Context: an optimization exercise on an open-source flow, tuned for small area and a short achievable clock period. The choices shown serve that exercise and are no tape-out recipe. In this exercise RTL edits were held to simulation tests only and were not proved equivalent to the original. Power figures rest on the tool's default switching activity, not on a simulated workload.

===== flow/flow/run.sh =====
#!/bin/bash
# Layout flow: the standard flow (standard.sh), with these changes.
#  Synthesis: the standard flow's synthesis script (flow/synth.tcl = synth_recipe.tcl plus
#    a wrapper around ABC). Modules on the input-to-output paths (RdPort,
#    AddrGen) are mapped for delay with flow/fast.abc; the rest is mapped for
#    area with flow/area.abc. Yosys's half/full-adder extraction is off.
#    Registers, their names and cell types are as in the standard synthesis.
#  Layout:
#    - port buffers are buf_1 cells (repair resizes them as needed);
#    - setup repair aims for a 5 ns slack margin;
#    - CTS uses clkbuf_4/clkbuf_8, sink clusters of up to 20 within 50 um,
#      and no dummy loads.
# Each step's full output goes to its own log file here.
set -euo pipefail
F=$(pwd)/flow
MY_ABC_SCRIPT=$F/area.abc MY_ABC_FAST_SCRIPT=$F/fast.abc MY_ABC_FAST_MODULES="RdPort AddrGen" \
  bash standard.sh SYNTH_SCRIPT=$F/synth.tcl ADDER_MAP_FILE= SYNTH_HIERARCHICAL=1 SYNTH_MINIMUM_KEEP_SIZE=0 \
  synth > synth.log 2>&1
bash standard.sh \
  "BUFFER_PORTS_ARGS=-buffer_cell sky130_fd_sc_hd__buf_1" \
  SETUP_SLACK_MARGIN=5 \
  "CTS_ARGS=-sink_clustering_enable -repair_clock_nets -dont_use_dummy_load -buf_list {sky130_fd_sc_hd__clkbuf_4 sky130_fd_sc_hd__clkbuf_8} -sink_clustering_size 20 -sink_clustering_max_diameter 50" \
  finish > layout.log 2>&1

===== flow/flow/area.abc =====
strash; dc2; &get -n; &dch -f; &nf -R 1000; &put

===== flow/flow/fast.abc =====
&get -n; &st; &dch; &nf; &put

===== flow/flow/synth.tcl =====
# The standard flow's synthesis script (synth_recipe.tcl) with one change: the ABC mapping
# script. MY_ABC_SCRIPT replaces ORFS's script; with SYNTH_HIERARCHICAL 1, the
# modules named in MY_ABC_FAST_MODULES are mapped with MY_ABC_FAST_SCRIPT
# instead. Registers are not touched by ABC.
proc synth {args} { yosys synth -nofsm -noshare {*}$args }
proc abc {args} {
  set i [lsearch -exact $args -script]
  if { $i < 0 || ![info exists ::env(MY_ABC_SCRIPT)] } {
    yosys abc {*}$args
    return
  }
  set fast {}
  if { [info exists ::env(MY_ABC_FAST_MODULES)] } { set fast $::env(MY_ABC_FAST_MODULES) }
  if { [llength $fast] > 0 } {
    set fargs $args
    lset fargs [expr {$i + 1}] $::env(MY_ABC_FAST_SCRIPT)
    yosys abc {*}$fargs {*}$fast
    # the rest: ABC leaves the cells mapped above alone
    lset args [expr {$i + 1}] $::env(MY_ABC_SCRIPT)
    yosys abc {*}$args
  } else {
    lset args [expr {$i + 1}] $::env(MY_ABC_SCRIPT)
    yosys abc {*}$args
  }
}
source $::env(SCRIPTS_DIR)/synth.tcl
# left out here: clear keep_hierarchy, flatten, clean up, hide names made inside functions, write 1_2_yosys.v

===== flow/standard.sh =====
#!/bin/bash
# synth_recipe.tcl (not shown) runs the flow's synth.tcl, then flattens the netlist and writes it again
# the make line also repeats each setting of config.mk as NAME=value (left out here)
make -C /OpenROAD-flow-scripts/flow DESIGN_CONFIG=/design/flow/config.mk WORK_HOME=/design/flow/orfs CLKGATE_MAP_FILE= SYNTH_SCRIPT=/design/flow/synth_recipe.tcl "${@:-finish}"

===== flow/config.mk =====
export PLATFORM = sky130hd
export DESIGN_NAME = DataPath16BitCpu_Clean
export DESIGN_NICKNAME = DataPath16BitCpu_Clean
export VERILOG_FILES = /design/flow/design.v
export SDC_FILE = /design/flow/constraint.sdc
export NUM_CORES = 4
export LEC_CHECK = 0
export CAP_MARGIN = 20
export CORE_MARGIN = 2
export CORE_UTILIZATION = 55
export PLACE_DENSITY = 0.7
export SLEW_MARGIN = 20

===== flow/constraint.sdc =====
create_clock -name core_clock -period 14.0 [get_ports {Clk}]
set_input_delay 2.8000 -clock core_clock [delete_from_list [all_inputs] [get_ports {Clk}]]
set_output_delay 2.8000 -clock core_clock [all_outputs]
set_load 0.01 [all_outputs]

===== flow/design.v =====
`timescale 1ns / 1ps
module DataPath16BitCpu_Clean(Clk,Reset,Restart,Ins,Mem_Out,PC,A,ALU_Out,B,MemWrite);
    input Clk;                           
    input Reset;                         
    input Restart;                       
    input [15:0] Ins;                    
    input [15:0] Mem_Out;                
    output [15:0] PC;                    
    output [15:0] A;                     
    output [15:0] ALU_Out;               
    output [15:0] B;                     
    output MemWrite;                     
    wire [3:0] op = Ins[15:12];
    wire [3:0] rs = Ins[11:8];
    wire [3:0] rt = Ins[7:4];
    wire [3:0] rd = Ins[3:0];
    wire is_lw  = (op == 4'd8);
    wire is_sw  = (op == 4'd10);
    wire is_bne = (op == 4'd14);
    wire is_jmp = (op == 4'd15);
    wire is_r   = (op == 4'd0) | (op == 4'd1) | (op == 4'd2) | (op == 4'd6) | (op == 4'd7);
    wire we     = is_r | is_lw;
    wire [3:0] wa = op[3] ? rt : rd;     
    assign MemWrite = is_sw;
    wire [15:0] C;                       
    wire [15:0] wsel;                    
    wire [15:0] V;                       
    wire [255:0] Rf;
    genvar i;
    generate
        for (i = 0; i < 16; i = i + 1) begin : dec
            assign wsel[i] = we & (wa == i);
        end
    endgenerate
    genvar j;
    generate
        for (j = 0; j < 16; j = j + 1) begin : rf
            reg [15:0] q;
            always @(posedge Clk)
                if (wsel[j]) q <= C;
            assign Rf[j*16 +: 16] = q;
        end
    endgenerate
    reg [15:0] Vr;
    always @(posedge Clk or negedge Reset)
        if (~Reset) Vr <= 16'd0;
        else Vr <= Vr | wsel;
    assign V = Vr;
    RdPort    rdA  (.a(rs), .V(V), .Rf(Rf), .y(A));
    RdPort    rdB  (.a(rt), .V(V), .Rf(Rf), .y(B));
    AddrGen   agen (.A(A), .off(Ins[3:0]), .y(ALU_Out));
    wire ne;
    ALU16     alu  (.op(op), .A(A), .B(B), .Mem_Out(Mem_Out), .C(C), .ne(ne));
    reg [15:0] PCr;
    wire [15:0] PC_Next;
    PCNext    pcn  (.PC(PCr), .Ins(Ins), .taken(is_bne & ne), .jmp(is_jmp), .nxt(PC_Next));
    always @(posedge Clk or negedge Restart)
        if (~Restart) PCr <= 16'd0;
        else PCr <= PC_Next;
    assign PC = PCr;
endmodule
module RdPort(a, V, Rf, y);
    input [3:0] a;
    input [15:0] V;
    input [255:0] Rf;
    output [15:0] y;
    wire [15:0] s;
    genvar b, k;
    generate
        for (k = 0; k < 16; k = k + 1) begin : dec
            assign s[k] = (a == k) & V[k];
        end
        for (b = 0; b < 16; b = b + 1) begin : bit_
            wire [5:0] p;
            for (k = 0; k < 5; k = k + 1) begin : grp
                assign p[k] = (s[3*k] & Rf[(3*k)*16 + b]) | (s[3*k+1] & Rf[(3*k+1)*16 + b])
                            | (s[3*k+2] & Rf[(3*k+2)*16 + b]);
            end
            assign p[5] = s[15] & Rf[15*16 + b];
            assign y[b] = (p[0] | p[1] | p[2]) | (p[3] | p[4] | p[5]);
        end
    endgenerate
endmodule
module AddrGen(A, off, y);
    input [15:0] A;
    input [3:0] off;
    output [15:0] y;
    wire [3:0] g = A[3:0] & off;
    wire [3:0] p = A[3:0] ^ off;
    wire c1 = g[0];
    wire c2 = g[1] | (p[1] & g[0]);
    wire c3 = g[2] | (p[2] & g[1]) | (p[2] & p[1] & g[0]);
    wire c4 = g[3] | (p[3] & g[2]) | (p[3] & p[2] & g[1]) | (p[3] & p[2] & p[1] & g[0]);
    wire [15:4] ones, zeros;             
    assign ones[4] = 1'b1;
    assign zeros[4] = 1'b1;
    genvar i;
    generate
        for (i = 5; i < 16; i = i + 1) begin : pfx
            assign ones[i]  = &A[i-1:4];
            assign zeros[i] = ~|A[i-1:4];
        end
    endgenerate
    wire [15:4] hi1 = off[3] ? A[15:4] : A[15:4] ^ ones;     
    wire [15:4] hi0 = off[3] ? A[15:4] ^ zeros : A[15:4];    
    assign y = {c4 ? hi1 : hi0, p ^ {c3, c2, c1, 1'b0}};
endmodule
module ALU16(op, A, B, Mem_Out, C, ne);
    input [3:0] op;
    input [15:0] A, B, Mem_Out;
    output [15:0] C;
    output ne;
    wire sub = op[2];                    
    wire [15:0] y = B ^ {16{sub}};
    wire [15:0] sum;
    Add16 add (.a(A), .b(y), .ci(sub), .s(sum), .ne(ne));   
    reg [15:0] res;
    always @(*)
        case (op[2:0])
            3'd0: res = A & B;
            3'd1: res = A | B;
            3'd7: res = {16{sum[15]}};
            default: res = sum;          
        endcase
    assign C = op[3] ? Mem_Out : res;    
endmodule
module PCNext(PC, Ins, taken, jmp, nxt);
    input [15:0] PC;
    input [15:0] Ins;
    input taken, jmp;
    output [15:0] nxt;
    wire [4:0] k = taken ? {Ins[3], Ins[3:0]} + 5'd1 : 5'd1;    
    assign nxt = jmp ? Ins : PC + {{11{k[4]}}, k};
endmodule
module Add16(a, b, ci, s, ne);
    input [15:0] a, b;
    input ci;
    output [15:0] s;
    output ne;                           
    assign s = a + b + {15'd0, ci};
    assign ne = ~&(a ^ b);
endmodule

==> results.yml <==
flow_run:
  cap_violations: 0
sta:
  clock.fmax_mhz: 113
  final-hold-violation-count: 0
  period_minus_slack_ns: 8.89
  finalHoldWorstSlack_ns: 0.514
  slew_headroom: 0.228
  slew_violations: 0
  finalWorstSetupSlack_ns: 5.11
  rsz0062_at_grt: "true"
  setup_viol: 0
  finalSetupTns_ns: 0
  period_share: 0.635
  tightest_slew_ns: 1.16
  finClkSkew_ns: 0.0847
pwr:
  peakVddDrop_v: 0.000106
  pwr_density_cell_mw_per_mm2: 141
  p_leak_nw: 5.12
  power_mw: 2.19
floorplanning:
  initial_core_util: 0.564
  rows: 57
  fp.dieH_um: 162
  core_mm2: 0.0245
  ios: 100
  dieArea_mm2: 0.0264
  die_width_um: 162
global_routing:
  grt_max_degree: 45
  grt_pass1_vias: 10600
  track_usage: 0.329
  antenna_found_initial: 1
  grt_pass1_wl_um: 64200
  grt_overflow: 0
synthesis:
  ys_seq_area_frac: 0.616
  syn_area_per_cell_um2: 12.8
  synthFlopType: "edfxtp_1"
  synthCells: 1080
  synth_area_mm2: 0.0138
  synth.ff_latch_count: 288
  synth_edf_count: 256
  synthArstFlopShare: 0.111
  yosys_warnings: 8
  synth_top_area_share: 0.557
  synth_cell_type_count: 39
  synth.area.top_cells: "edfxtp_1 (56%), a222oi_1 (12%), dfrtp_1 (5.8%)"
  syn_nets: 1115
  yosysTopAreaCell: "edfxtp_1"
route:
  drc: 0
  vias: 11300
  postRouteAntennaNets: 0
  post_drt_wl_per_cell_um: 28.7
  routed_wl_um: 45100
  via_per_inst: 7.18
  drt_iter0_markers: 2128
  first_pass_iters: 11
clocking:
  htree_levels: 1
  cts.clk_slew.worst_paths_ns: 0.06
  cts_tree: "built"
  max-clock-path-buffers: 3
  ctsHoldBuffers: 0
  clk_latency_ns: 0.61
  cts_root_buffer: "clkbuf_8"
  cts_made_buffers: 27
  cts_sinks: 288
cells_and_area:
  final_layout_size_suffix_gt1_frac: 0.109
  instances_no_fill: 1570
  final_area_mm2: 0.0156
  layout_commonest_cell: "edfxtp_1"
  final_cell_mix: "edfxtp_1 (256), a222oi_1 (160), nand2_1 (115)"
  final_core_util: 0.636
  area_growth_pct: 12.8
  fillerInstances: 1905
  final_net_count: 1281
critical_path:
  end_kind: "output pin"
  critPathKind: "in -> out"
  startpoint: "Ins[9]"
  worstSetupStartpointType: "input port"
  path_max_fanout: 16
  rr_worst_depth: 30
  cp.required_ns: 11.20
  critPathArrivalTime_ns: 6.09
  worstReg2RegStart: "Vr[8]"
min_path:
  min_path_cells: 1
  min_from: "Vr[2]"
  hold_path.class: "reg -> reg"
outcome:
  status: "no timing/DRC/antenna violations"
placed_design:
  hpwl_um: 28600
  portBuffers: 99
  dp_cells: 1534
  placed_area_mm2: 0.0148
  gp_congestion: 0.953
  pre_cts_slack_ns: 3.89
-- Yosys cell counts, drive strengths merged, types with 8 or more instances --
cell type,number
nand2b,8
a222oi,160
nand3,75
mux2,9
and2,12
xor2,38
nor2,79
xnor2,42
mux2i,12
and3,34
a21oi,34
nand2,116
nor2b,16
o21ai,29
maj3,16
o31ai,16
edfxtp,256
dfrtp,32
or2,50
-- logic make-up (layout without fill, tap and decap cells) --
group,Yosys count,after routing,synth area share
simple gates,413,415,0.146
flops,288,288,0.616
compound gates,257,257,0.158
xor+xnor,80,80,0.0508
mux,21,21,0.0161
fa+ha+maj,16,16,0.0116
buf+inv,5,167,0.00136
other cells,0,2,0
-- layer usage --
| layer | up-vias | track usage | share of wire |
|---|---|---|---|
| li1 | 4805 | - | - |
| met1 | 5466 | 0.450 | 0.37 |
| met2 | 861 | 0.507 | 0.45 |
| met3 | 143 | 0.0588 | 0.13 |
| met4 | 2 | 0.174 | 0.057 |
| met5 | - | 0 | 0.00029 |
-- worst max-delay path, cell delays in order --
cell      delay, ns
buf_1          0.19
nor2b_1        0.39
and3_4         0.44
a222oi_1       0.16
nand3_1        0.14
or2_1          0.40
nand2_1        0.18
o21ai_2        0.30
a21o_2         0.32
mux2i_1        0.32
xnor2_1        0.21
buf_1          0.21
-- area by class of cell --
class	count	area, µm²	area share
Multi-Input combinational cell	789	5620	0.361
Inverter	5	18.8	0.00121
Antenna cell	2	5.00	0.000322
Clock buffer	27	372	0.0239
Tap cell	324	405	0.0261
Timing Repair Buffer	135	649	0.0417
Sequential cell	288	8490	0.546
-- modules after synthesis, one instance, submodules excluded --
module / times used / flops+latches / area (µm²) / cells
ALU16: 1 / 0 / 642 / 102
Add16: 1 / 0 / 574 / 94
AddrGen: 1 / 0 / 512 / 75
DataPath16BitCpu_Clean: 1 / 288 / 8830 / 348
PCNext: 1 / 0 / 694 / 125
RdPort: 2 / 0 / 1270 / 168
-- timing repair --
item	CTS	global route
endpoints found under the setup margin	195	254
gates resized for setup	53	67
buffers inserted	0	5
pin swaps	0	19
cloned	0	2
-- path summary, 6_finish.rpt --
kind,to,slack [ns]
worst max-delay path,ALU_Out[8],5.11
worst min-delay path,Vr[2],0.51
worst max register to register,PCr[14],7.45
worst min register to register,Vr[2],0.51
max in group asynchronous,PCr[10],11.03
min in group asynchronous,Vr[8],2.33
-- sequential cells by signal, summed over array words and instances, names as in the netlist --
register and flops:
PCr 16, Vr 16, rf.q 256
-- where the power goes --
part,leakage (nW),switching [mW],internal [mW]
Combinational,2.26,0.427,0.234
Clock,0.194,0.262,0.171
Sequential,2.67,0.0446,1.05

==> separate check: timing with driven ports <==
How much do the figures lean on ideal ports? The routed layout below was timed once more, with nothing changed but the port constraints. Step 1 (the two cells are an assumption about what drives the block):
set clk [get_ports {Clk}]
set_driving_cell -lib_cell sky130_fd_sc_hd__clkbuf_16 $clk
set_driving_cell -lib_cell sky130_fd_sc_hd__buf_2 [delete_from_list [all_inputs] $clk]
Step 2 also shifts input and output timing later by t, the mid clock arrival at the registers, as if the neighbouring blocks saw the same clock. Slacks: ideal ports / drivers / drivers and shift; pairs: ideal ports / drivers.
t, ns: 0.619
setup WS [ns]: 5.113 / 5.090 / 4.567
worst data-port slew with drivers (ns): 0.05
After both steps this run still meets setup and hold. The setup slack of this run moves by -0.023 ns with the drivers and by -0.546 ns with both steps.
